Context: an optimization exercise on an open-source flow, tuned for small area, a short achievable clock period and few clock cycles per item. The choices shown serve that exercise and are no tape-out recipe. Only simulation tests tie the RTL to the original design; equivalence was not proved.

## flow/design.v (module list and top-level ports; edited modules follow where they fit)
// module Divider_Modulo: 31 lines
// module div_stage0: 458 lines
// module div_stage1: 729 lines
// module div_stage2: 368 lines
module Divider_Modulo (clk, reset, mode, valid_in, divisor, dividend, result, valid_out);
  // ...
==> flow/flow/run.sh <==
#!/bin/bash
# Own layout flow: the standard synthesis unchanged, then the standard
# layout with these changes:
#  - ports are buffered with buf_4 cells instead of the slow delay buffers the
#    default port buffering picks;
#  - repair may resize a cell to any cell of the same function;
set -euo pipefail
bash standard.sh synth > synth.log 2>&1
bash standard.sh "BUFFER_PORTS_ARGS=-buffer_cell sky130_fd_sc_hd__buf_4" \
  SETUP_SLACK_MARGIN=14 TNS_END_PERCENT=0 SKIP_INCREMENTAL_REPAIR=1 finish > layout.log 2>&1
==> flow/standard.sh <==
#!/bin/bash
# synth_recipe.tcl (not shown) runs the flow's synth.tcl, then flattens the netlist and writes it again
# the make line also repeats each setting of config.mk as NAME=value (left out here)
make -C /OpenROAD-flow-scripts/flow DESIGN_CONFIG=/design/flow/config.mk WORK_HOME=/design/flow/orfs CLKGATE_MAP_FILE= SYNTH_SCRIPT=/design/flow/synth_recipe.tcl "${@:-finish}"
==> flow/config.mk <==
export PLATFORM = sky130hd
export DESIGN_NAME = Divider_Modulo
export DESIGN_NICKNAME = Divider_Modulo
export VERILOG_FILES = /design/flow/design.v
export SDC_FILE = /design/flow/constraint.sdc
export NUM_CORES = 4
export LEC_CHECK = 0
export ABC_AREA = 1
export CAP_MARGIN = 20
export CORE_MARGIN = 2
export CORE_UTILIZATION = 40
export SLEW_MARGIN = 20
export SYNTH_HIERARCHICAL = 1
==> flow/constraint.sdc <==
create_clock -name core_clock -period 25.0 [get_ports {clk}]
set_input_delay 5.0000 -clock core_clock [delete_from_list [all_inputs] [get_ports {clk}]]
set_output_delay 5.0000 -clock core_clock [all_outputs]
set_load 0.01 [all_outputs]
==> impl_metrics.ini, run 1 <==
[placement]
portBuffers = 68
dp_cells = 4164

[logic_synthesis]
synth_most_common_cell = nand2_1
ys.flop_type = dfxtp_1
synth_area_mm2 = 0.0184
synthSimpleGateAreaFrac_pct = 64.2
synth_seq_cells = 98
synth_edf_count = 0
synth_xor_area_share_pct = 5.17

[cts]
cts_buffers = 9
clkLatencyLatePin_ns = 0.40
cts_sinks = 98
cts_root_buffer = clkbuf_16

[timing]
fin_skew_ns = 0.0169
worst_slew_pin_slew_ns = 0.569
holdWs_ns = 0.329
slew-limit-headroom_pct = 62.0

[detailed_routing]
wl_met1_um = 20000
viasPerCell = 4.89
ant_nets = 0

[critical_path]
path_depth = 44
arrival_ns = 5.93
path_delay_family = simple AND/OR/NAND/NOR gates
r2r_start = dA[0]
crit_fanout = 30
crit_start = dB[4]

[die]
dieWidth_um = 219

[outcome]
outcome = finished clean

[hold_path]
hold_end = shB[13]

[finish]
drive_gt1_share_pct = 8.09
non_clock_buffer_area_share_pct = 2.84
Testbench counts, summed over its fixed seeds: cycles 8,000, items 4,000.
==> run 2, diff against run 1 <==
--- a/flow/config.mk
+++ b/flow/config.mk
@@ -11,2 +11,3 @@
 export CORE_UTILIZATION = 40
+export GPL_TIMING_DRIVEN = 0
 export SLEW_MARGIN = 20
==> run 2 against run 1 <==
Net effect: still clean on timing, DRC and antenna; sequential cell count stayed put; final cell count increased by 3.6%; first-iteration DRC count rose by 13%; sequential share of layout area down 0.57 points; worst setup slack got worse by 0.017 ns; maximum frequency decreased by 0.16%; core utilization is 2.0 points higher; highest routed layer unchanged.
==> impl_metrics.ini, run 2 <==
[critical_path]
arrival_ns = 11.23
r2r_slack_ns = 15.01
timing.rr.end = rB[1]
crit_fanout = 10
path_delay_family = simple AND/OR/NAND/NOR gates
end_kind = register
r2r_start = dA[1]
r2r_cells = 82
cpMostUsedCell = nand2_1
crit_buf_inv = 13
start_kind = primary input
cpMaxStageDelayCell = buf_4
worstPathRequired_ns = 25.28
critPathMaxStageDelay_ns = 0.24
crit_type = primary input to register

[logic_synthesis]
synth_area_leaders = nand2_1, nand3_1, dfxtp_1
synth_area_leader_cell = nand2_1
yosysWarningCount = 7
synth_seq_cells = 98
postSynthAreaPerCell_um2 = 5.05
synth_edf_count = 0
synth_cell_types = 39
ys.flop_type = dfxtp_1
synth_top_cells_by_count = nand2_1, nand3_1, inv_1
synth_top_area_share_pct = 31.7
synth_most_common_cell = nand2_1
synthArstFlopShare_pct = 2.04
yosysSeqAreaShare_pct = 10.7
syn_inst = 3650
synth_area_mm2 = 0.0184

[die]
core_area_mm2 = 0.0454
initial_core_util_pct = 40.6
die_y_um = 219
num_rows = 78
ioPinCount = 85
dieWidth_um = 219
dieArea_mm2 = 0.0478

[outcome]
outcome = finished clean

[global_route]
grt_usage_pct = 21.4
antenna_found_initial = 0
grt_start_max_net_pins = 21
first_global_vias = 19700
grt_pass1_wl_um = 85500
grt-ovfl-total = 0

[hold_path]
hold_path.startpoint = mA
hold_end = mB
min_path_type = register to register
holdPathStages = 0

[detailed_routing]
viasPerCell = 4.88
wl_per_cell_um = 11.3
drc = 0
drt-initial-drc-count = 910
via_count = 21200
drt-pass1-iter-count = 5
routed_wl_um = 49200
ant_nets = 0

[finish]
multi_input_area_mm2 = 0.0134
n_fill_cell = 5181
syn2layout_area_growth_pct = 8.32
largest_registers = shA: 17 flops, shB: 17 flops
layout_common_cells = nand2_1, nand3_1, inv_1
seq_area_mm2 = 0.00197
final_common_cell = nand2_1
drive_gt1_share_pct = 10.4
fin_nets = 3783

[timing]
layout_min_cycle_time_ns = 10.95
fin_skew_ns = 0.0127
slew_viol_final = 0
setup-violations-final = 0
fin_crit_sh_pct = 43.8
tns_ns = 0
finalHoldViolCount = 0
max_freq_ghz = 0.0913
worst_slew_pin_slew_ns = 0.920
slew-limit-headroom_pct = 38.7

[cts]
post-cts-setup-buffers = 0
clockBufferDepth = 2
clkLatencyLatePin_ns = 0.39
cts_root_buffer = clkbuf_16
cts.hold.buffers_added = 0
cts_sinks = 98
path_clk_slew_ns = 0.08
htree_levels = 3
cts_tree = built
cts_resized = 1
cts_buffers = 9

[placement]
gp_congestion = 0.860
hpwl_um = 43000
portBuffers = 56

[run]
maxCapViolCount = 0
-- run 2: worst register-to-register path: cells and delay by family (launching register included) --
kind	cells	cell delay (ns)
buffers and inverters	15	2.21
DFF	1	0.39
AOI/OAI and AO/OA	3	0.66
and+or+nand+nor	64	6.59
-- run 2: layer usage --
layer	wire, um	GRT usage (%)
met5	0	0
met2	25200	42.0
met1	21500	23.3
met3	816	1.36
met4	1670	9.14
-- run 2: cell type report --
cell class | count | area share [%]
Antenna cell | 1 | 0.0125
Buffer | 172 | 6.08
Clock buffer | 9 | 1.13
Clock inverter | 7 | 0.395
Inverter | 511 | 9.65
Multi-Input combinational cell | 2883 | 67.0
Sequential cell | 98 | 9.88
Tap cell | 600 | 3.76
Timing Repair Buffer | 56 | 2.11
-- run 2: worst max path at each step --
stage,start,end,slack (ns),cells past startpoint
after floorplan,divisor[0],rA[3],15.18,51
after global placement,divisor[2],rA[0],13.61,50
after detailed placement,divisor[0],rA[10],13.59,53
after CTS,divisor[0],shA[0],14.03,53
after global routing,divisor[0],rA[7],13.27,54
final,divisor[0],shA[0],14.05,53
-- run 2: stage by stage --
stage               setup slack, ns  instances  utilization [%]  instance area (um2)  hold slack [ns]
floorplan                     15.18       3664                -                18500            0.310
global route                  13.27       4336             44.0                20000            0.344
CTS                           14.03       4336             44.0                20000            0.335
finish                        14.05       4337             44.0                20000            0.332
detailed placement            13.59       4320             43.3                19600            0.315
global placement              13.61       4320             43.3                19600            0.314
-- run 2: logic make-up after synthesis --
| logic type | share of synthesized area (%) |
|---|---|
| XOR/XNOR | 5.17 |
| buffers and inverters | 17.0 |
| other | 0.0204 |
| AO/OA/AOI/OAI | 2.87 |
| AND/OR/NAND/NOR | 64.2 |
| flip-flops | 10.7 |
-- run 2: Yosys stat by module (local to each module, per instance) --
module / flip-flops and latches / cells inside
div_stage0: 0 / 1030
Divider_Modulo: 98 / 115
div_stage2: 0 / 840
div_stage1: 0 / 1665
==> run 3, diff against run 2 <==
--- a/flow/config.mk
+++ b/flow/config.mk
@@ -11,3 +11,3 @@
 export CORE_UTILIZATION = 40
-export GPL_TIMING_DRIVEN = 0
+export GPL_ROUTABILITY_DRIVEN = 0
 export SLEW_MARGIN = 20
==> run 3 against run 2 <==
Net effect: still clean on timing, DRC and antenna; via count down 3.2%; clock skew up 0.0042 ns; sequential share of layout area up 0.57 points; critical path type is now register to primary output.
==> impl_metrics.ini, run 3 <==
[outcome]
outcome = finished clean

[critical_path]
timing.rr.end = rB[0]
crit_fanout = 30
end_kind = primary output
critPathMaxStageDelay_ns = 0.56
crit_start = dB[4]
arrival_ns = 5.93
crit_type = register to primary output
r2r_slack_ns = 14.27
cpMaxStageDelayCell = dfxtp_1
cpMostUsedCell = nand2_1
start_kind = register
r2r_start = dA[0]
crit_path_end = result[3]
worstPathRequired_ns = 20.00
r2r_cells = 82

[detailed_routing]
ant_nets = 0
routed_wl_um = 44000
viasPerCell = 4.89
via_count = 20500
drt-pass1-iter-count = 5
drt-initial-drc-count = 803
wl_per_cell_um = 10.5
drc = 0

[global_route]
grt-ovfl-total = 0
grt_start_max_net_pins = 35
antenna_found_initial = 2
grt_pass1_wl_um = 79300
first_global_vias = 19200
grt_usage_pct = 19.2

[timing]
fin_crit_sh_pct = 43.7
worst_slew_pin_slew_ns = 0.569
fin_skew_ns = 0.0169
finalHoldViolCount = 0
tns_ns = 0
slew-limit-headroom_pct = 62.0
max_freq_ghz = 0.0915
setup-violations-final = 0
layout_min_cycle_time_ns = 10.93
slew_viol_final = 0

[die]
dieArea_mm2 = 0.0478
core_area_mm2 = 0.0454
dieWidth_um = 219
initial_core_util_pct = 40.6
die_y_um = 219
num_rows = 78
ioPinCount = 85

[cts]
post-cts-setup-buffers = 0
htree_levels = 3
cts_tree = built
cts_buffers = 9
clockBufferDepth = 2
clkLatencyLatePin_ns = 0.40
cts_root_buffer = clkbuf_16
cts_sinks = 98
path_clk_slew_ns = 0.07
cts_resized = 27
cts.hold.buffers_added = 0

[placement]
portBuffers = 68
hpwl_um = 35900
place_area_mm2 = 0.0186
dp_cells = 4164

[finish]
syn2layout_area_growth_pct = 3.30
diodes = 0
final_common_cell = nand2_1
layout_common_cells = nand2_1, nand3_1, inv_1
fin_nets = 3632
largest_registers = shA: 17 flops, shB: 17 flops
n_fill_cell = 5235
final_area_mm2 = 0.0190
final_cells = 4185
drive_gt1_share_pct = 8.09

[logic_synthesis]
yosysSeqAreaShare_pct = 10.7
synth_top_cells_by_count = nand2_1, nand3_1, inv_1
ys.flop_type = dfxtp_1
postSynthAreaPerCell_um2 = 5.05
synth_most_common_cell = nand2_1
syn_inst = 3650
yosysWarningCount = 7
synth_area_leaders = nand2_1, nand3_1, dfxtp_1
synthArstFlopShare_pct = 2.04
synth_seq_cells = 98
synth_edf_count = 0
synth_area_leader_cell = nand2_1
synth_area_mm2 = 0.0184
synth_top_area_share_pct = 31.7
synth_cell_types = 39

[run]
maxCapViolCount = 0

[hold_path]
min_path_type = register to register
## run 3: stage by stage
stage          hold slack, ns  worst slack, ns  utilization [%]
2_1_floorplan           0.310            15.18                -
3_3_place_gp            0.311            13.04             40.9
3_5_place_dp            0.312            12.93             40.9
4_1_cts                 0.330            13.99             41.9
5_1_grt                 0.334            12.48             41.9
6_report                0.329            14.07             41.9
## run 3: critical path, delay by kind of cell, from the launching register on
kind                      cells  cell delay, ns
buffers and inverters         3            0.27
DFF                           1            0.56
and+or+nand+nor              40            4.51
xor gates and xnor gates      1            0.16
## run 3: metal layers
layer	wire, um	part of all wire [%]	global-route usage, %
met3	715	1.6	1.67
met2	22700	52	38.0
met4	610	1.4	5.92
met5	0	0	0
met1	20000	45	21.4
## run 3: how the worst min path moves through the flow
stage          slack (ns)  startpoint  cells after the start  endpoint
2_1_floorplan        0.31          mA                      0        mB
3_3_place_gp         0.31      shA[4]                      0   shB[12]
3_5_place_dp         0.31      shA[4]                      0   shB[12]
4_1_cts              0.33      shA[4]                      0   shB[12]
5_1_grt              0.33      shA[3]                      0   shB[11]
6_report             0.33      shA[5]                      0   shB[13]
## run 3: layout make-up
cell class,instances,area (um2),area share (%)
clock buffer,10,239,1.26
clock inverter,6,82.6,0.434
inverter,511,1930,10.1
multi-input combinational,2888,13500,71.0
sequential,98,1990,10.5
tap,600,751,3.94
timing repair buffer,72,541,2.84
## run 3: cell families after synthesis
kind of cell,count (synthesis),share of synthesized area [%]
XOR/XNOR,108,5.17
AO/OA/AOI/OAI,95,2.87
flip-flops,98,10.7
buffers and inverters,683,17.0
other,1,0.0204
AND/OR/NAND/NOR,2665,64.2
## run 3: modules after synthesis (local to each module, per instance)
module / times used / cells inside
div_stage1: 1 / 1665
div_stage0: 1 / 1030
div_stage2: 1 / 840
Divider_Modulo: 1 / 115
==> run 4, diff against run 3 <==
--- a/flow/config.mk
+++ b/flow/config.mk
@@ -11,3 +11,3 @@
 export CORE_UTILIZATION = 40
-export GPL_ROUTABILITY_DRIVEN = 0
+export CTS_BUF_LIST = sky130_fd_sc_hd__clkbuf_4 sky130_fd_sc_hd__clkbuf_8
 export SLEW_MARGIN = 20
==> run 4 against run 3 <==
Net effect: first-iteration DRC count rose by 2.1%; worst setup slack got worse by 0.046 ns; non-clock buffer count up 1; global-route usage fell by 0.057 points; critical path type is now primary input to register; area after synthesis unchanged; synthesized cell count is the same; maximum frequency is 0.42% lower; die area stayed put.
==> impl_metrics.ini, run 4 <==
[cts]
cts_resized = 34
path_clk_slew_ns = 0.10
clockBufferDepth = 2
cts_root_buffer = clkbuf_8
htree_levels = 3
cts.hold.buffers_added = 0
clkLatencyLatePin_ns = 0.45
cts_sinks = 98
cts_buffers = 9
cts_tree = built
post-cts-setup-buffers = 1

[timing]
setup_slack_ns = 14.02
slew_viol_final = 0
layout_min_cycle_time_ns = 10.98
finalHoldViolCount = 0
max_freq_ghz = 0.0911
setup-violations-final = 0
fin_skew_ns = 0.0270
tns_ns = 0
worst_slew_pin_slew_ns = 0.518
slew-limit-headroom_pct = 65.4
fin_crit_sh_pct = 43.9
holdWs_ns = 0.337

[logic_synthesis]
synth_most_common_cell = nand2_1
synth_top_cells_by_count = nand2_1, nand3_1, inv_1
synth_cell_types = 39
syn_inst = 3650
synthArstFlopShare_pct = 2.04
postSynthAreaPerCell_um2 = 5.05
synth_top_area_share_pct = 31.7
synth_area_mm2 = 0.0184
synth_area_leader_cell = nand2_1
synth_seq_cells = 98
ys.flop_type = dfxtp_1
synth_area_leaders = nand2_1, nand3_1, dfxtp_1
synth_edf_count = 0
yosysWarningCount = 7
yosysSeqAreaShare_pct = 10.7

[placement]
hpwl_um = 35900
pre_cts_slack_ns = 12.93
dp_cells = 4164
gp_congestion = 0.845
portBuffers = 68

[critical_path]
crit_fanout = 34
timing.rr.end = rB[4]
cpMaxStageDelayCell = nand3_4
r2r_cells = 86
r2r_slack_ns = 14.24
r2r_start = dA[5]
cpMostUsedCell = nand2_1
critPathMaxStageDelay_ns = 0.29
crit_type = primary input to register
worstPathRequired_ns = 25.33
arrival_ns = 11.31
start_kind = primary input
end_kind = register

[detailed_routing]
drt-initial-drc-count = 820
wl_per_cell_um = 10.5
drt-pass1-iter-count = 5
routed_wl_um = 43800
drc = 0
ant_nets = 0
viasPerCell = 4.89
via_count = 20500

[run]
maxCapViolCount = 0

[finish]
fin_nets = 3632
layout_common_cells = nand2_1, nand3_1, inv_1
largest_registers = shA: 17 flops, shB: 17 flops
syn2layout_area_growth_pct = 2.77
diodes = 0
drive_gt1_share_pct = 8.26
final_cells = 4185
final_common_cell = nand2_1
n_fill_cell = 5244

[outcome]
outcome = finished clean

[die]
ioPinCount = 85
initial_core_util_pct = 40.6
core_area_mm2 = 0.0454
num_rows = 78
dieArea_mm2 = 0.0478
dieWidth_um = 219
die_y_um = 219

[global_route]
grt-ovfl-total = 0
grt_start_max_net_pins = 36
first_global_vias = 19200
grt_pass1_wl_um = 79200
grt_usage_pct = 19.2
antenna_found_initial = 2

[hold_path]
hold_end = shB[12]
hold_path.startpoint = shA[4]
min_path_type = register to register
holdPathStages = 0
## run 4: cell counts after synthesis
No cell type changed its count.
## run 4: through the flow
stage / cell area, um2 / util (%)
after detailed placement: 18600 / 40.9
after global placement: 18600 / 40.9
after CTS: 18900 / 41.7
final: 18900 / 41.7
after global routing: 18900 / 41.7
after floorplan: 18500 / -
## run 4: worst max path at each step
stage,startpoint,to,slack [ns]
floorplan,divisor[0],rA[3],15.18
global placement,divisor[5],rA[6],13.04
detailed placement,divisor[5],rA[8],12.93
CTS,divisor[5],rA[8],13.96
global route,dA[4],rB[10],12.44
finish,divisor[5],rA[8],14.02
## run 4: cell type report
cell class,instances,area (um2),area share (%)
multi-input cells,2887,13500,71.2
clock buffers,10,138,0.727
flip-flops and latches,98,2000,10.6
clock inverters,6,82.6,0.436
repair buffers,73,548,2.89
inverters,511,1930,10.2
well taps,600,751,3.96
## run 4: logic make-up after synthesis
logic type / count (synthesis) / synth area share [%]
AND/OR/NAND/NOR: 2665 / 64.2
buffers and inverters: 683 / 17.0
flip-flops: 98 / 10.7
other: 1 / 0.0204
XOR/XNOR: 108 / 5.17
AO/OA/AOI/OAI: 95 / 2.87
## run 4: layer usage
| metal | GRT usage, % | part of all wire, % | vias up |
|---|---|---|---|
| met5 | 0 | 0 | - |
| met4 | 5.35 | 1.3 | 0 |
| met3 | 1.99 | 2.1 | 34 |
| met2 | 37.9 | 51 | 155 |
| met1 | 21.3 | 45 | 8969 |
| li1 | - | - | 11300 |
## run 4: per-module statistics from Yosys, one instance, submodules excluded
module | cells inside | flops+latches | copies in the design
div_stage1 | 1665 | 0 | 1
div_stage0 | 1030 | 0 | 1
div_stage2 | 840 | 0 | 1
Divider_Modulo | 115 | 98 | 1
## run 4: critical path, delay by kind of cell
kind | cells | cell delay [ns]
xor gates and xnor gates | 1 | 0.15
buffers and inverters | 5 | 0.55
and+or+nand+nor | 48 | 5.53
==> run 5, diff against run 4 <==
--- a/flow/flow/run.sh
+++ b/flow/flow/run.sh
@@ -9,2 +9,2 @@
 bash standard.sh "BUFFER_PORTS_ARGS=-buffer_cell sky130_fd_sc_hd__buf_4" \
-  SETUP_SLACK_MARGIN=14 TNS_END_PERCENT=0 SKIP_INCREMENTAL_REPAIR=1 finish > layout.log 2>&1
+  SETUP_SLACK_MARGIN=14.5 TNS_END_PERCENT=0 SKIP_INCREMENTAL_REPAIR=1 finish > layout.log 2>&1
--- a/flow/config.mk
+++ b/flow/config.mk
@@ -11,3 +11,2 @@
 export CORE_UTILIZATION = 40
-export CTS_BUF_LIST = sky130_fd_sc_hd__clkbuf_4 sky130_fd_sc_hd__clkbuf_8
 export SLEW_MARGIN = 20
==> run 5 against run 4 <==
Net effect: core utilization is 2.6 points higher; hold slack got worse by 0.0087 ns; highest routed layer unchanged; routed wire length up 13%; critical endpoint unchanged; critical path type unchanged; area after synthesis did not move; clock skew is 0.0095 ns lower; final cell count rose by 1.2%.
==> impl_metrics.ini, run 5 <==
[outcome]
outcome = finished clean

[cts]
path_clk_slew_ns = 0.07
post-cts-setup-buffers = 25
clockBufferDepth = 2
cts_root_buffer = clkbuf_16
cts.hold.buffers_added = 0
cts_sinks = 98
cts_buffers = 9
cts_tree = built
clkLatencyLatePin_ns = 0.40
htree_levels = 3
cts_resized = 146

[global_route]
first_global_vias = 20000
grt-ovfl-total = 0
top_usage_layer = met2
grt_start_max_net_pins = 33
grt_use_met2_pct = 43.6
grt_usage_pct = 21.6
grt_pass1_wl_um = 86600
antenna_found_initial = 1
grtUsageMet3_pct = 2.00
globalRouteMet1Util_pct = 22.1

[die]
ioPinCount = 85
initial_core_util_pct = 40.6
dieArea_mm2 = 0.0478
die_y_um = 219
num_rows = 78
dieWidth_um = 219
core_area_mm2 = 0.0454

[placement]
dp_cells = 4164
hpwl_um = 35900
gp_congestion = 0.845
portBuffers = 68

[logic_synthesis]
syn_inst = 3650
synthArstFlopShare_pct = 2.04
synth_seq_cells = 98
synthSimpleGateAreaFrac_pct = 64.2
synth_area_leaders = nand2_1, nand3_1, dfxtp_1
synth_compound_area_share_pct = 2.87
synth_top_cells_by_count = nand2_1, nand3_1, inv_1
synth_top_family_by_area = simple AND/OR/NAND/NOR gates
synthAdderAreaFrac_pct = 0
synth_edf_count = 0
postSynthAreaPerCell_um2 = 5.05
synth_xor_area_share_pct = 5.17
yosysWarningCount = 7
synth_top_area_share_pct = 31.7
synth_area_leader_cell = nand2_1
synth_area_mm2 = 0.0184
yosysSeqAreaShare_pct = 10.7
synth_cell_types = 39
synth_most_common_cell = nand2_1
muxShareOfSynthArea_pct = 0
ys.flop_type = dfxtp_1

[detailed_routing]
drt-pass1-iter-count = 8
routed_wl_um = 49600
drc = 0
wl_per_cell_um = 11.7
drt-initial-drc-count = 878
viasPerCell = 5.00
ant_nets = 0
via_count = 21200

[timing]
fin_skew_ns = 0.0175
setup-violations-final = 0
slew-limit-headroom_pct = 65.3
max_freq_ghz = 0.0949
tns_ns = 0
layout_min_cycle_time_ns = 10.54
fin_crit_sh_pct = 42.1
finalHoldViolCount = 0
slew_viol_final = 0
worst_slew_pin_slew_ns = 0.520

[run]
maxCapViolCount = 0

[hold_path]
holdPathStages = 0
hold_end = shB[13]
hold_path.startpoint = shA[5]
min_path_type = register to register

[critical_path]
r2r_start = dA[8]
start_kind = primary input
cpMostUsedCell = nand2_1
cpMaxStageDelayCell = a21oi_4
arrival_ns = 10.85
end_kind = register
crit_fanout = 19
r2r_slack_ns = 14.72
worstPathRequired_ns = 25.31
critPathMaxStageDelay_ns = 0.31
timing.rr.end = rB[1]
r2r_cells = 79
crit_type = primary input to register

[finish]
layout_common_cells = nand2_1, nand3_1, inv_1
drive_gt1_share_pct = 10.7
largest_registers = shA: 17 flops, shB: 17 flops
final_cells = 4237
syn2layout_area_growth_pct = 9.29
final_common_cell = nand2_1
fin_nets = 3683
## run 5: kinds of logic (layout without fill, tap and decap cells)
kind of cell / Yosys count / after routing
buffers and inverters: 683 / 624
flip-flops: 98 / 98
AND/OR/NAND/NOR: 2665 / 2696
XOR/XNOR: 108 / 108
AO/OA/AOI/OAI: 95 / 95
other: 1 / 16
## run 5: worst max path at each step
stage                from     end  slack [ns]
6_report       divisor[0]   rA[8]       14.46
2_1_floorplan  divisor[0]   rA[3]       15.18
5_1_grt             dA[5]  rB[11]       13.20
4_1_cts        divisor[0]   rA[8]       14.47
3_3_place_gp   divisor[5]   rA[6]       13.04
3_5_place_dp   divisor[5]   rA[8]       12.93
## run 5: final cells by class
cell class | instances | area, um2
diodes | 1 | 2.50
multi-input cells | 2914 | 14300
inverters | 511 | 1950
clock buffers | 10 | 239
flip-flops and latches | 98 | 2040
fillers | 5091 | 25200
repair buffers | 97 | 816
well taps | 600 | 751
clock inverters | 6 | 82.6
## run 5: metrics by stage
stage	setup WS [ns]	hold WS (ns)	utilization [%]	area [um2]
2_1_floorplan	15.18	0.310	-	18500
3_3_place_gp	13.04	0.311	40.9	18600
3_5_place_dp	12.93	0.312	40.9	18600
4_1_cts	14.47	0.330	44.4	20100
6_report	14.46	0.329	44.4	20100
5_1_grt	13.20	0.334	44.4	20100
## run 5: critical path, delay by kind of cell
family | cells | cell delay, ns
buffers and inverters | 5 | 0.54
xor gates and xnor gates | 1 | 0.15
AOI/OAI and AO/OA | 2 | 0.58
and+or+nand+nor | 39 | 4.55
## run 5: modules after synthesis (local to each module, per instance)
module	copies in the design	flip-flops and latches
div_stage1	1	0
div_stage2	1	0
Divider_Modulo	1	98
div_stage0	1	0
## run 5: routing by layer
| metal | share of wire, % | vias to the layer above |
|---|---|---|
| met4 | 3.4 | 0 |
| met3 | 2.2 | 93 |
| li1 | - | 11500 |
| met1 | 41 | 9342 |
| met2 | 54 | 253 |
| met5 | 0 | - |
==> run 6, diff against run 5 <==
--- a/flow/flow/run.sh
+++ b/flow/flow/run.sh
@@ -9,2 +9,2 @@
 bash standard.sh "BUFFER_PORTS_ARGS=-buffer_cell sky130_fd_sc_hd__buf_4" \
-  SETUP_SLACK_MARGIN=14.5 TNS_END_PERCENT=0 SKIP_INCREMENTAL_REPAIR=1 finish > layout.log 2>&1
+  SETUP_SLACK_MARGIN=14 TNS_END_PERCENT=0 SKIP_INCREMENTAL_REPAIR=1 finish > layout.log 2>&1
--- a/flow/config.mk
+++ b/flow/config.mk
@@ -10,3 +10,4 @@
 export CORE_MARGIN = 2
-export CORE_UTILIZATION = 40
+export CORE_UTILIZATION = 50
+export PLACE_DENSITY = 0.65
 export SLEW_MARGIN = 20
==> run 6 against run 5 <==
Net effect: still clean; worst setup slack worse by 0.57 ns; sequential share of layout area is 0.37 points higher; routed wire length decreased by 8.2%.
==> impl_metrics.ini, run 6 <==
[outcome]
outcome = finished clean

[logic_synthesis]
synth_top_cells_by_count = nand2_1, nand3_1, inv_1
ys.flop_type = dfxtp_1
postSynthAreaPerCell_um2 = 5.05
synthArstFlopShare_pct = 2.04
synth_top_area_share_pct = 31.7
synth_seq_cells = 98
synth_area_mm2 = 0.0184
synth_most_common_cell = nand2_1
syn_inst = 3650
yosysSeqAreaShare_pct = 10.7
yosysWarningCount = 7
synth_area_leaders = nand2_1, nand3_1, dfxtp_1
synth_area_leader_cell = nand2_1
synth_cell_types = 39
synth_edf_count = 0

[critical_path]
crit_fanout = 30
r2r_slack_ns = 14.07
crit_type = register to primary output
cpMostUsedCell = nand2_1
cpMaxStageDelayCell = dfxtp_1
arrival_ns = 6.11
start_kind = register
worstPathRequired_ns = 20.00
end_kind = primary output
critPathMaxStageDelay_ns = 0.38

[finish]
drive_gt1_share_pct = 8.68
layout_common_cells = nand2_1, nand3_1, inv_1
final_area_mm2 = 0.0191
largest_registers = shA: 17 flops, shB: 17 flops
final_cells = 4063
final_common_cell = nand2_1
fin_nets = 3642
syn2layout_area_growth_pct = 3.48
diodes = 0

[die]
initial_core_util_pct = 50.6
dieArea_mm2 = 0.0384
ioPinCount = 85
num_rows = 70
core_area_mm2 = 0.0364
dieWidth_um = 196
die_y_um = 196

[timing]
holdWs_ns = 0.330
max_freq_ghz = 0.0900
worst_slew_pin_slew_ns = 0.583
setup-violations-final = 0
slew-limit-headroom_pct = 61.0
layout_min_cycle_time_ns = 11.11
slew_viol_final = 0
tns_ns = 0
fin_crit_sh_pct = 44.4
fin_skew_ns = 0.0133
finalHoldViolCount = 0

[global_route]
grt_start_max_net_pins = 36
grt_usage_pct = 24.4
grt_pass1_wl_um = 81100
first_global_vias = 18900
grt-ovfl-total = 0
antenna_found_initial = 0

[placement]
gp_congestion = 0.855
place_area_mm2 = 0.0184
portBuffers = 68
dp_cells = 4034
hpwl_um = 36700

[cts]
cts_resized = 50
post-cts-setup-buffers = 5
cts_sinks = 98
cts_root_buffer = clkbuf_16
cts.hold.buffers_added = 0
path_clk_slew_ns = 0.07
cts_tree = built
clockBufferDepth = 2
clkLatencyLatePin_ns = 0.36
cts_buffers = 9
htree_levels = 3

[run]
maxCapViolCount = 0

[detailed_routing]
viasPerCell = 5.13
drt-initial-drc-count = 948
ant_nets = 0
drt-pass1-iter-count = 5
routed_wl_um = 45500
wl_per_cell_um = 11.2
drc = 0
via_count = 20800

[hold_path]
min_path_type = register to register
run 6: cells by family after synthesis:
kind of cell	count (synthesis)	share of synthesized area, %
flip-flops	98	10.7
XOR/XNOR	108	5.17
other	1	0.0204
AND/OR/NAND/NOR	2665	64.2
buffers and inverters	683	17.0
AO/OA/AOI/OAI	95	2.87
run 6: final timing paths:
kind	end	start	cells after the start
max in group asynchronous	valid_out	reset	2
min	shB[8]	shA[0]	0
min reg2reg	shB[8]	shA[0]	0
min in group asynchronous	vA	reset	2
max reg2reg	rB[10]	dA[4]	86
max	result[6]	shB[16]	41
run 6: layout make-up:
type	instances	area, um2
Clock buffer	9	225
Clock inverter	7	81.3
Fill cell	4097	17400
Inverter	511	1930
Multi-Input combinational cell	2891	13600
Sequential cell	98	2000
Tap cell	468	586
Timing Repair Buffer	79	618
run 6: metal layers:
layer  part of all wire, %  GRT usage (%)
met1                    44           28.5
met2                    51           47.5
met3                   3.0           1.72
met4                   2.1           6.71
met5                     0              0
run 6: critical path, delay by kind of cell, from the launching register on:
kind / cells / cell delay, ns
and+or+nand+nor: 34 / 4.25
buffers and inverters: 4 / 0.38
AOI/OAI and AO/OA: 3 / 0.71
DFF: 1 / 0.38
run 6: Yosys stat by module (local to each module, per instance):
| module | flops+latches | copies in the design | cells |
|---|---|---|---|
| div_stage0 | 0 | 1 | 1030 |
| div_stage2 | 0 | 1 | 840 |
| Divider_Modulo | 98 | 1 | 115 |
| div_stage1 | 0 | 1 | 1665 |
run 6: through the flow:
step	util (%)	setup WS (ns)
after floorplan	-	15.18
after CTS	52.3	13.93
after detailed placement	50.5	12.96
final	52.3	13.89
after global placement	50.5	13.01
after global routing	52.3	12.35
==> run 7, diff against run 6 <==
--- a/flow/flow/run.sh
+++ b/flow/flow/run.sh
@@ -5,3 +5,5 @@
 #    default port buffering picks;
-#  - repair may resize a cell to any cell of the same function;
+#  - timing repair works to a setup slack margin of 14 ns (worst endpoint
+#    only), so that after clock tree synthesis it speeds up the critical paths
+#    although every path already meets the 25 ns clock;
 set -euo pipefail
--- a/flow/config.mk
+++ b/flow/config.mk
@@ -10,4 +10,3 @@
 export CORE_MARGIN = 2
-export CORE_UTILIZATION = 50
-export PLACE_DENSITY = 0.65
+export CORE_UTILIZATION = 40
 export SLEW_MARGIN = 20
==> run 7 against run 6 <==
Net effect: synthesized cell count unchanged; still clean on timing, DRC and antenna; via count down 1.7%; first-iteration DRC count down 15%; hold slack worse by 0.0016 ns; critical path depth up 3; final cell count up 3.0%; critical endpoint is now result[3]; worst setup slack better by 0.18 ns; critical path type unchanged; maximum frequency up 1.6%; routed wire length down 3.3%; non-clock buffer count down 7.
==> impl_metrics.ini, run 7 <==
[outcome]
outcome = finished clean

[global_route]
grt-ovfl-total = 0
grt_usage_pct = 19.2
grt_start_max_net_pins = 35
antenna_found_initial = 2
grt_pass1_wl_um = 79300
first_global_vias = 19200

[critical_path]
path_depth = 44
r2r_slack_ns = 14.27
start_kind = register
cpMaxStageDelayCell = dfxtp_1
arrival_ns = 5.93
r2r_start = dA[0]
crit_type = register to primary output
timing.rr.end = rB[0]
crit_fanout = 30
critPathMaxStageDelay_ns = 0.56
crit_path_end = result[3]
worstPathRequired_ns = 20.00
r2r_cells = 82
crit_start = dB[4]
crit_buf_inv = 3
path_delay_family = simple AND/OR/NAND/NOR gates
end_kind = primary output
cpMostUsedCell = nand2_1

[die]
num_rows = 78
dieWidth_um = 219
core_area_mm2 = 0.0454
die_y_um = 219
initial_core_util_pct = 40.6
ioPinCount = 85
dieArea_mm2 = 0.0478

[logic_synthesis]
syn_inst = 3650
synth_most_common_cell = nand2_1
postSynthAreaPerCell_um2 = 5.05
synth_cell_types = 39
synth_top_cells_by_count = nand2_1, nand3_1, inv_1
yosysWarningCount = 7
synth_area_mm2 = 0.0184
synth_top_area_share_pct = 31.7
synth_edf_count = 0
synth_seq_cells = 98
synth_area_leaders = nand2_1, nand3_1, dfxtp_1
synthArstFlopShare_pct = 2.04
yosysSeqAreaShare_pct = 10.7
ys.flop_type = dfxtp_1
synth_area_leader_cell = nand2_1

[placement]
place_area_mm2 = 0.0186
hpwl_um = 35900
portBuffers = 68
dp_cells = 4164
gp_congestion = 0.845

[timing]
tns_ns = 0
slew-limit-headroom_pct = 62.0
fin_skew_ns = 0.0169
setup-violations-final = 0
worst_slew_pin_slew_ns = 0.569
slew_viol_final = 0
layout_min_cycle_time_ns = 10.93
max_freq_ghz = 0.0915
fin_crit_sh_pct = 43.7
finalHoldViolCount = 0

[finish]
diodes = 0
final_area_mm2 = 0.0190
post-route-util_pct = 41.9
fin_nets = 3632
multi_input_area_mm2 = 0.0135
n_fill_cell = 5235
syn2layout_area_growth_pct = 3.30
layout_common_cells = nand2_1, nand3_1, inv_1
drive_gt1_share_pct = 8.09
largest_registers = shA: 17 flops, shB: 17 flops
seq_area_mm2 = 0.00199
final_common_cell = nand2_1
final_cells = 4185

[cts]
post-cts-setup-buffers = 0
path_clk_slew_ns = 0.07
cts_tree = built
cts_buffers = 9
cts_resized = 27
cts.hold.buffers_added = 0
htree_levels = 3
clockBufferDepth = 2
clkLatencyLatePin_ns = 0.40
cts_sinks = 98
cts_root_buffer = clkbuf_16

[detailed_routing]
drt-pass1-iter-count = 5
via_count = 20500
viasPerCell = 4.89
drc = 0
ant_nets = 0
drt-initial-drc-count = 803
routed_wl_um = 44000
wl_per_cell_um = 10.5

[run]
maxCapViolCount = 0

[hold_path]
min_path_type = register to register
hold_path.startpoint = shA[5]
## run 7: logic make-up after synthesis
family                 Yosys count  share of synthesized area [%]
AO/OA/AOI/OAI                   95                           2.87
XOR/XNOR                       108                           5.17
buffers and inverters          683                           17.0
flip-flops                      98                           10.7
other                            1                         0.0204
AND/OR/NAND/NOR               2665                           64.2
## run 7: worst register-to-register path, delay by kind of cell (launching register included)
family / cells / cell delay (ns)
XOR/XNOR: 1 / 0.15
buffers and inverters: 6 / 0.30
flip-flops: 1 / 0.66
AND/OR/NAND/NOR: 75 / 9.50
## run 7: layout make-up
type / count / area share (%)
multi-input combinational: 2888 / 71.0
sequential: 98 / 10.5
inverter: 511 / 10.1
tap: 600 / 3.94
timing repair buffer: 72 / 2.84
clock buffer: 10 / 1.26
clock inverter: 6 / 0.434
## run 7: how the worst min path moves through the flow
stage / to / slack, ns / depth (start not counted)
after floorplan: mB / 0.31 / 0
after global placement: shB[12] / 0.31 / 0
final: shB[13] / 0.33 / 0
after detailed placement: shB[12] / 0.31 / 0
after CTS: shB[12] / 0.33 / 0
after global routing: shB[11] / 0.33 / 0
## run 7: metrics by stage
step                      hold slack (ns)  setup WS (ns)
after floorplan                     0.310          15.18
after global placement              0.311          13.04
after detailed placement            0.312          12.93
after CTS                           0.330          13.99
after global routing                0.334          12.48
final                               0.329          14.07
## run 7: per-layer routing
metal / up-vias / wire length [um] / track usage [%]
met5: - / 0 / 0
met4: 0 / 610 / 5.92
met3: 36 / 715 / 1.67
met2: 128 / 22700 / 38.0
met1: 8994 / 20000 / 21.4
li1: 11300 / - / -
## run 7: per-module statistics from Yosys (local to each module, per instance)
| module | cell area (um2) | cells | flops+latches | times used |
|---|---|---|---|---|
| Divider_Modulo | 2090 | 115 | 98 | 1 |
| div_stage0 | 4840 | 1030 | 0 | 1 |
| div_stage1 | 7610 | 1665 | 0 | 1 |
| div_stage2 | 3880 | 840 | 0 | 1 |
==> run 8, diff against run 7 <==
--- a/flow/flow/run.sh
+++ b/flow/flow/run.sh
@@ -3,3 +3,3 @@
 # layout with these changes:
-#  - ports are buffered with buf_4 cells instead of the slow delay buffers the
+#  - ports are buffered with buf_2 cells instead of the slow delay buffers the
 #    default port buffering picks;
@@ -10,3 +10,3 @@
 bash standard.sh synth > synth.log 2>&1
-bash standard.sh "BUFFER_PORTS_ARGS=-buffer_cell sky130_fd_sc_hd__buf_4" \
+bash standard.sh "BUFFER_PORTS_ARGS=-buffer_cell sky130_fd_sc_hd__buf_2" \
   SETUP_SLACK_MARGIN=14 TNS_END_PERCENT=0 SKIP_INCREMENTAL_REPAIR=1 finish > layout.log 2>&1
==> run 8 against run 7 <==
Net effect: routed wire length down 1.8%; register-to-register slack worse by 0.09 ns; critical path type unchanged; hold slack about the same; core utilization down 0.34 points; sequential cell count unchanged; first-iteration DRC count up 7.0%.
==> impl_metrics.ini, run 8 <==
[logic_synthesis]
synth_area_leader_cell = nand2_1
synth_top_area_share_pct = 31.7
synth_top_cells_by_count = nand2_1, nand3_1, inv_1
synth_edf_count = 0
yosysSeqAreaShare_pct = 10.7
syn_inst = 3650
synth_area_mm2 = 0.0184
synth_most_common_cell = nand2_1
postSynthAreaPerCell_um2 = 5.05
synth_area_leaders = nand2_1, nand3_1, dfxtp_1
synth_cell_types = 39
synthArstFlopShare_pct = 2.04
yosysWarningCount = 7
ys.flop_type = dfxtp_1
synth_seq_cells = 98

[detailed_routing]
ant_nets = 0
drc = 0
via_count = 20500
routed_wl_um = 43300
drt-initial-drc-count = 859
viasPerCell = 4.90
drt-pass1-iter-count = 5
wl_per_cell_um = 10.3

[die]
core_area_mm2 = 0.0454
initial_core_util_pct = 40.6
num_rows = 78
die_y_um = 219
ioPinCount = 85
dieArea_mm2 = 0.0478
dieWidth_um = 219

[timing]
fin_skew_ns = 0.0167
worst_slew_pin_slew_ns = 0.551
max_freq_ghz = 0.0913
fin_crit_sh_pct = 43.8
holdWs_ns = 0.329
slew_viol_final = 0
tns_ns = 0
layout_min_cycle_time_ns = 10.96
finalHoldViolCount = 0
setup_slack_ns = 14.04
slew-limit-headroom_pct = 63.2
setup-violations-final = 0

[critical_path]
worstPathRequired_ns = 20.00
crit_type = register to primary output
arrival_ns = 5.96
r2r_slack_ns = 14.18
start_kind = register
critPathMaxStageDelay_ns = 0.51
end_kind = primary output
r2r_start = dA[8]
crit_fanout = 33
cpMostUsedCell = nand2_1
timing.rr.end = rB[4]
cpMaxStageDelayCell = dfxtp_1
r2r_cells = 82

[cts]
cts_sinks = 98
clkLatencyLatePin_ns = 0.39
cts.hold.buffers_added = 0
htree_levels = 3
cts_tree = built
cts_root_buffer = clkbuf_16
clockBufferDepth = 2
path_clk_slew_ns = 0.07
cts_buffers = 9
cts_resized = 33
post-cts-setup-buffers = 2

[placement]
gp_congestion = 0.841
hpwl_um = 35700
portBuffers = 68
pre_cts_slack_ns = 12.77

[run]
maxCapViolCount = 0

[outcome]
outcome = finished clean

[finish]
syn2layout_area_growth_pct = 2.47
layout_common_cells = nand2_1, nand3_1, inv_1
final_common_cell = nand2_1
drive_gt1_share_pct = 8.23
fin_nets = 3632
largest_registers = shA: 17 flops, shB: 17 flops

[hold_path]
min_path_type = register to register
holdPathStages = 0
hold_path.startpoint = shA[4]
hold_end = shB[12]

[global_route]
grt_usage_pct = 19.1
grt_pass1_wl_um = 79200
grt-ovfl-total = 0
grt_start_max_net_pins = 36
first_global_vias = 19200
antenna_found_initial = 0
[run 8: cell types whose count changed in the layout (fill, tap and decap cells not counted), moves of 2 or more]
cell | previous run | this run
inv_1 | 438 | 436
buf_2 | 0 | 68
clkinv_4 | 0 | 2
dfxtp_1 | 82 | 80
buf_4 | 72 | 6
[run 8: stage by stage]
stage                     utilization, %  cells  area [um2]
after floorplan                        -   3664       18500
after global placement              40.5   4164       18400
after detailed placement            40.5   4164       18400
after CTS                           41.6   4185       18900
after global routing                41.6   4185       18900
final                               41.6   4186       18900
[run 8: cells by family (layout without fill, tap and decap cells)]
| logic type | after synthesis | after routing | synth area share (%) |
|---|---|---|---|
| flip-flops | 98 | 98 | 10.7 |
| XOR/XNOR | 108 | 108 | 5.17 |
| AO/OA/AOI/OAI | 95 | 95 | 2.87 |
| AND/OR/NAND/NOR | 2665 | 2668 | 64.2 |
| other | 1 | 16 | 0.0204 |
| buffers and inverters | 683 | 601 | 17.0 |
[run 8: per-module statistics from Yosys (local to each module, per instance)]
module	cells	times used	cell area (um2)
div_stage0	1030	1	4840
div_stage2	840	1	3880
Divider_Modulo	115	1	2090
div_stage1	1665	1	7610
[run 8: area by class of cell]
class / instances / area, um2
multi-input combinational: 2886 / 13500
tap: 600 / 751
sequential: 98 / 1990
clock buffer: 10 / 239
timing repair buffer: 74 / 385
fill: 5197 / 26500
antenna: 1 / 2.50
clock inverter: 6 / 83.8
inverter: 511 / 1930
[run 8: worst max-delay path by stage]
| stage | slack (ns) | startpoint | endpoint |
|---|---|---|---|
| 3_5_place_dp | 12.77 | divisor[12] | rA[6] |
| 5_1_grt | 12.36 | dA[8] | rB[14] |
| 3_3_place_gp | 12.94 | divisor[12] | rA[6] |
| 4_1_cts | 13.98 | divisor[0] | rA[6] |
| 2_1_floorplan | 15.18 | divisor[0] | rA[3] |
| 6_report | 14.04 | dB[2] | result[3] |
[run 8: critical path, delay by kind of cell, from the launching register on]
family	cells	cell delay [ns]
buffers and inverters	3	0.24
xor gates and xnor gates	1	0.16
AOI/OAI and AO/OA	1	0.18
DFF	1	0.51
and+or+nand+nor	39	4.46
[run 8: routing by layer]
| metal | global-route usage, % | part of all wire [%] |
|---|---|---|
| met1 | 21.4 | 46 |
| met3 | 1.71 | 2.1 |
| met5 | 0 | 0 |
| met2 | 37.2 | 50 |
| met4 | 6.44 | 1.9 |
==> run 9, diff against run 8 <==
--- a/flow/flow/run.sh
+++ b/flow/flow/run.sh
@@ -5,3 +5,3 @@
 #    default port buffering picks;
-#  - timing repair works to a setup slack margin of 14 ns (worst endpoint
+#  - timing repair works to a setup slack margin of 14.3 ns (worst endpoint
 #    only), so that after clock tree synthesis it speeds up the critical paths
@@ -11,2 +11,2 @@
 bash standard.sh "BUFFER_PORTS_ARGS=-buffer_cell sky130_fd_sc_hd__buf_2" \
-  SETUP_SLACK_MARGIN=14 TNS_END_PERCENT=0 SKIP_INCREMENTAL_REPAIR=1 finish > layout.log 2>&1
+  SETUP_SLACK_MARGIN=14.3 TNS_END_PERCENT=0 SKIP_INCREMENTAL_REPAIR=1 finish > layout.log 2>&1
==> run 9 against run 8 <==
Net effect: sequential cell count unchanged; critical endpoint is now rA[12]; largest cell class unchanged; area after synthesis unchanged; register-to-register slack better by 0.32 ns; clock-buffer cell count is the same; global-route usage grew 1.5 points; synthesized cell count stayed put.
==> impl_metrics.ini, run 9 <==
[finish]
seq_area_mm2 = 0.00201
largest_registers = shA: 17 flops, shB: 17 flops
layout_common_cells = nand2_1, nand3_1, inv_1
final_common_cell = nand2_1
drive_gt1_share_pct = 9.50
fin_nets = 3656
diodes = 0
multi_input_area_mm2 = 0.0138
n_fill_cell = 5159
syn2layout_area_growth_pct = 4.75

[detailed_routing]
via_count = 20800
routed_wl_um = 47000
drc = 0
drt-initial-drc-count = 903
drt-pass1-iter-count = 5
ant_nets = 0
viasPerCell = 4.95
wl_per_cell_um = 11.2

[die]
core_area_mm2 = 0.0454
num_rows = 78
dieWidth_um = 219
dieArea_mm2 = 0.0478
ioPinCount = 85
initial_core_util_pct = 40.6
die_y_um = 219

[cts]
clockBufferDepth = 2
clkLatencyLatePin_ns = 0.39
cts_root_buffer = clkbuf_16
cts_resized = 80
cts_buffers = 9
htree_levels = 3
cts_tree = built
post-cts-setup-buffers = 9
path_clk_slew_ns = 0.07
cts_sinks = 98
cts.hold.buffers_added = 0

[placement]
gp_congestion = 0.841
portBuffers = 68
hpwl_um = 35700

[critical_path]
crit_type = primary input to register
end_kind = register
cpMaxStageDelayCell = a21oi_2
arrival_ns = 10.99
worstPathRequired_ns = 25.28
path_delay_family = simple AND/OR/NAND/NOR gates
crit_buf_inv = 7
start_kind = primary input
crit_fanout = 17
critPathMaxStageDelay_ns = 0.31
cpMostUsedCell = nand2_1

[global_route]
grt_start_max_net_pins = 35
grtUsageMet3_pct = 1.95
grt_pass1_wl_um = 84100
grt_use_met2_pct = 41.1
first_global_vias = 19700
globalRouteMet1Util_pct = 22.0
antenna_found_initial = 0
top_usage_layer = met2
grt-ovfl-total = 0
grt_usage_pct = 20.7

[timing]
holdWs_ns = 0.328
slew-limit-headroom_pct = 63.1
tns_ns = 0
setup-violations-final = 0
finalHoldViolCount = 0
max_freq_ghz = 0.0934
worst_slew_pin_slew_ns = 0.553
slew_viol_final = 0
fin_crit_sh_pct = 42.8
fin_skew_ns = 0.0165
layout_min_cycle_time_ns = 10.71

[logic_synthesis]
synth_area_leaders = nand2_1, nand3_1, dfxtp_1
synthArstFlopShare_pct = 2.04
synth_top_cells_by_count = nand2_1, nand3_1, inv_1
synth_cell_types = 39
syn_inst = 3650
yosysWarningCount = 7
synth_edf_count = 0
synth_seq_cells = 98
synth_top_area_share_pct = 31.7
synth_area_mm2 = 0.0184
ys.flop_type = dfxtp_1
synth_area_leader_cell = nand2_1
synth_most_common_cell = nand2_1
postSynthAreaPerCell_um2 = 5.05
yosysSeqAreaShare_pct = 10.7

[outcome]
outcome = finished clean

[run]
maxCapViolCount = 0

[hold_path]
min_path_type = register to register
## run 9: cell counts after synthesis
Identical to the previous run, type by type.
## run 9: through the flow
step | area [um2] | setup WS (ns) | utilization, % | instances
4_1_cts | 19300 | 14.21 | 42.5 | 4209
3_5_place_dp | 18400 | 12.77 | 40.5 | 4164
2_1_floorplan | 18500 | 15.18 | - | 3664
6_report | 19300 | 14.29 | 42.5 | 4209
3_3_place_gp | 18400 | 12.94 | 40.5 | 4164
5_1_grt | 19300 | 12.83 | 42.5 | 4209
## run 9: kinds of logic after synthesis
kind of cell / count (synthesis) / share of synthesized area [%]
DFF: 98 / 10.7
xor gates and xnor gates: 108 / 5.17
and+or+nand+nor: 2665 / 64.2
other: 1 / 0.0204
buffers and inverters: 683 / 17.0
AOI/OAI and AO/OA: 95 / 2.87
## run 9: layer usage
metal | up-vias | part of all wire (%) | wire, um
met5 | - | 0 | 0
met4 | 0 | 2.8 | 1300
met3 | 77 | 2.0 | 945
met2 | 220 | 52 | 24400
met1 | 9121 | 43 | 20300
li1 | 11400 | - | -
## run 9: path summary, 6_finish.rpt
check / startpoint / to / slack (ns) / cells after the start
min in group asynchronous: reset / vA / 4.44 / 2
min: shA[4] / shB[12] / 0.33 / 0
max: divisor[4] / rA[12] / 14.29 / 54
max reg2reg: dA[5] / rB[4] / 14.50 / 84
max in group asynchronous: reset / valid_out / 20.45 / 2
min reg2reg: shA[4] / shB[12] / 0.33 / 0
## run 9: modules after synthesis (local to each module, per instance)
module | area, um2 | times used | cells | flip-flops and latches
Divider_Modulo | 2090 | 1 | 115 | 98
div_stage0 | 4840 | 1 | 1030 | 0
div_stage1 | 7610 | 1 | 1665 | 0
div_stage2 | 3880 | 1 | 840 | 0
## run 9: final cells by class
class | count | share of cell area, %
multi-input combinational | 2903 | 71.6
sequential | 98 | 10.4
inverter | 511 | 10.1
tap | 600 | 3.89
timing repair buffer | 81 | 2.31
clock buffer | 10 | 1.24
clock inverter | 6 | 0.434
==> run 10, diff against run 9 <==
--- a/flow/flow/run.sh
+++ b/flow/flow/run.sh
@@ -5,3 +5,3 @@
 #    default port buffering picks;
-#  - timing repair works to a setup slack margin of 14.3 ns (worst endpoint
+#  - timing repair works to a setup slack margin of 13.7 ns (worst endpoint
 #    only), so that after clock tree synthesis it speeds up the critical paths
@@ -11,2 +11,2 @@
 bash standard.sh "BUFFER_PORTS_ARGS=-buffer_cell sky130_fd_sc_hd__buf_2" \
-  SETUP_SLACK_MARGIN=14.3 TNS_END_PERCENT=0 SKIP_INCREMENTAL_REPAIR=1 finish > layout.log 2>&1
+  SETUP_SLACK_MARGIN=13.7 TNS_END_PERCENT=0 SKIP_INCREMENTAL_REPAIR=1 finish > layout.log 2>&1
==> run 10 against run 9 <==
Net effect: design area is 2.8% lower; routed wire length shrank 9.2%; clock-buffer cell count unchanged; sequential cell count stayed put; highest routed layer unchanged; still clean on timing, DRC and antenna; worst setup slack worse by 0.55 ns; clock skew barely moved; core utilization decreased by 1.2 points.
==> impl_metrics.ini, run 10 <==
[placement]
dp_cells = 4164
portBuffers = 68
gp_congestion = 0.841
hpwl_um = 35700

[finish]
fin_nets = 3627
layout_common_cells = nand2_1, nand3_1, inv_1
final_cells = 4180
seq_area_mm2 = 0.00198
final_common_cell = nand2_1
diodes = 0
multi_input_area_mm2 = 0.0134
largest_registers = shA: 17 flops, shB: 17 flops
drive_gt1_share_pct = 7.68
syn2layout_area_growth_pct = 1.78
n_fill_cell = 5211

[timing]
slew_viol_final = 0
fin_skew_ns = 0.0162
tns_ns = 0
fin_crit_sh_pct = 45.0
setup-violations-final = 0
layout_min_cycle_time_ns = 11.26
max_freq_ghz = 0.0888
finalHoldViolCount = 0
worst_slew_pin_slew_ns = 0.847
slew-limit-headroom_pct = 43.4

[logic_synthesis]
synth_compound_area_share_pct = 2.87
synth_top_cells_by_count = nand2_1, nand3_1, inv_1
postSynthAreaPerCell_um2 = 5.05
synth_top_family_by_area = simple AND/OR/NAND/NOR gates
synth_area_leader_cell = nand2_1
synthSimpleGateAreaFrac_pct = 64.2
synth_most_common_cell = nand2_1
synth_edf_count = 0
synth_area_mm2 = 0.0184
yosysSeqAreaShare_pct = 10.7
synth_xor_area_share_pct = 5.17
ys.flop_type = dfxtp_1
yosysWarningCount = 7
synth_top_area_share_pct = 31.7
synthAdderAreaFrac_pct = 0
syn_inst = 3650
muxShareOfSynthArea_pct = 0
synthArstFlopShare_pct = 2.04
synth_area_leaders = nand2_1, nand3_1, dfxtp_1
synth_seq_cells = 98
synth_cell_types = 39

[detailed_routing]
drc = 0
drt-pass1-iter-count = 7
viasPerCell = 4.90
wl_per_cell_um = 10.2
routed_wl_um = 42600
ant_nets = 0
drt-initial-drc-count = 875
via_count = 20500

[critical_path]
crit_fanout = 34
worstPathRequired_ns = 20.00
crit_type = register to primary output
cpMaxStageDelayCell = dfxtp_1
arrival_ns = 6.26
start_kind = register
end_kind = primary output
critPathMaxStageDelay_ns = 0.57
cpMostUsedCell = nand2_1

[cts]
cts_resized = 11
clkLatencyLatePin_ns = 0.39
cts.hold.buffers_added = 0
path_clk_slew_ns = 0.07
clockBufferDepth = 2
cts_tree = built
post-cts-setup-buffers = 0
cts_root_buffer = clkbuf_16
cts_buffers = 9
htree_levels = 3
cts_sinks = 98

[die]
dieWidth_um = 219
ioPinCount = 85
dieArea_mm2 = 0.0478
die_y_um = 219
initial_core_util_pct = 40.6
num_rows = 78
core_area_mm2 = 0.0454

[global_route]
grtUsageMet3_pct = 1.52
grt_usage_pct = 18.8
top_usage_layer = met2
grt_start_max_net_pins = 36
grt_pass1_wl_um = 78300
globalRouteMet1Util_pct = 21.4
grt_use_met2_pct = 36.7
antenna_found_initial = 0
first_global_vias = 19100
grt-ovfl-total = 0

[outcome]
outcome = finished clean

[run]
maxCapViolCount = 0

[hold_path]
min_path_type = register to register
-- run 10: cell counts after synthesis --
Identical to the previous run, type by type.
-- run 10: path summary, 6_finish.rpt --
check | start | depth (start not counted) | slack, ns | endpoint
worst max-delay path | dB[0] | 44 | 13.74 | result[3]
min in group asynchronous | reset | 2 | 4.44 | vA
worst min-delay path | shA[4] | 0 | 0.33 | shB[12]
worst max register to register | dA[4] | 82 | 13.86 | rB[3]
worst min register to register | shA[4] | 0 | 0.33 | shB[12]
max in group asynchronous | reset | 2 | 20.45 | valid_out
-- run 10: logic make-up after synthesis --
| group | count (synthesis) |
|---|---|
| other | 1 |
| flip-flops | 98 |
| XOR/XNOR | 108 |
| buffers and inverters | 683 |
| AO/OA/AOI/OAI | 95 |
| AND/OR/NAND/NOR | 2665 |
-- run 10: cell type report --
class                   instances  share of cell area, %
clock inverters                 6                  0.447
inverters                     511                   10.3
clock buffers                  10                   1.27
repair buffers                 72                   1.98
multi-input cells            2883                   71.5
well taps                     600                   4.00
flip-flops and latches         98                   10.6
-- run 10: modules after synthesis (local to each module, per instance) --
module          times used  flops+latches
div_stage2               1              0
div_stage0               1              0
Divider_Modulo           1             98
div_stage1               1              0
-- run 10: layer usage --
metal | vias up | part of all wire (%)
met2 | 183 | 50
met1 | 8946 | 47
met5 | - | 0
li1 | 11300 | -
met4 | 0 | 1.6
met3 | 38 | 1.7
-- run 10: worst max-delay path, delay by kind of cell, from the launching register on --
| kind | cells | cell delay (ns) |
|---|---|---|
| buf+inv | 2 | 0.19 |
| flops | 1 | 0.57 |
| simple gates | 41 | 4.92 |
| xor+xnor | 1 | 0.16 |
-- run 10: per-stage QoR --
stage	setup WS (ns)	hold WS [ns]	util [%]	instance area, um2
2_1_floorplan	15.18	0.310	-	18500
3_3_place_gp	12.94	0.311	40.5	18400
3_5_place_dp	12.77	0.314	40.5	18400
4_1_cts	13.62	0.332	41.3	18800
5_1_grt	12.02	0.337	41.3	18800
6_report	13.74	0.328	41.3	18800

[re-timing with driven ports]
The results above use ideal ports. As a check the final layouts listed here were re-extracted and re-timed, cells and wires unchanged. Step 1 sets driving cells, clkbuf_16 on the clock port and buf_2 on the other inputs (assumed; they add their load-dependent delay and slew). Step 2, shift: input delay + t, output delay - t, t = (earliest + latest rising clock arrival at the registers) / 2. This alone moves slack from input paths to output paths. a / b / c = ideal / step 1 / step 2; a / b = the first two.
run | shift t [ns] | slack for setup (ns) | worst hold slack (ns) | worst setup path after step 2
run 1 | 0.439 | 14.070 / 14.019 / 13.672 | 0.329 / 0.329 / 0.329 | input to register
run 2 | 0.433 | 14.052 / 14.082 / 13.648 | 0.332 / 0.332 / 0.332 | input to register
run 3 | 0.439 | 14.070 / 14.019 / 13.672 | 0.329 / 0.329 / 0.329 | input to register
run 4 | 0.483 | 14.024 / 14.025 / 13.563 | 0.337 / 0.337 / 0.337 | input to register
run 5 | 0.436 | 14.464 / 14.437 / 14.046 | 0.329 / 0.329 / 0.329 | input to register
run 6 | 0.404 | 13.892 / 13.846 / 13.629 | 0.330 / 0.330 / 0.330 | input to register
run 7 | 0.439 | 14.070 / 14.019 / 13.672 | 0.329 / 0.329 / 0.329 | input to register
run 8 | 0.435 | 14.043 / 13.992 / 13.672 | 0.329 / 0.329 / 0.329 | input to register
run 9 | 0.442 | 14.293 / 14.260 / 13.858 | 0.328 / 0.328 / 0.328 | input to register
run 10 | 0.435 | 13.740 / 13.688 / 13.402 | 0.328 / 0.328 / 0.328 | input to register
After both steps setup and hold are still met in every run listed. For run 4, which loses most, drivers alone change the setup slack by +0.001 ns; drivers and shift together by -0.461 ns.
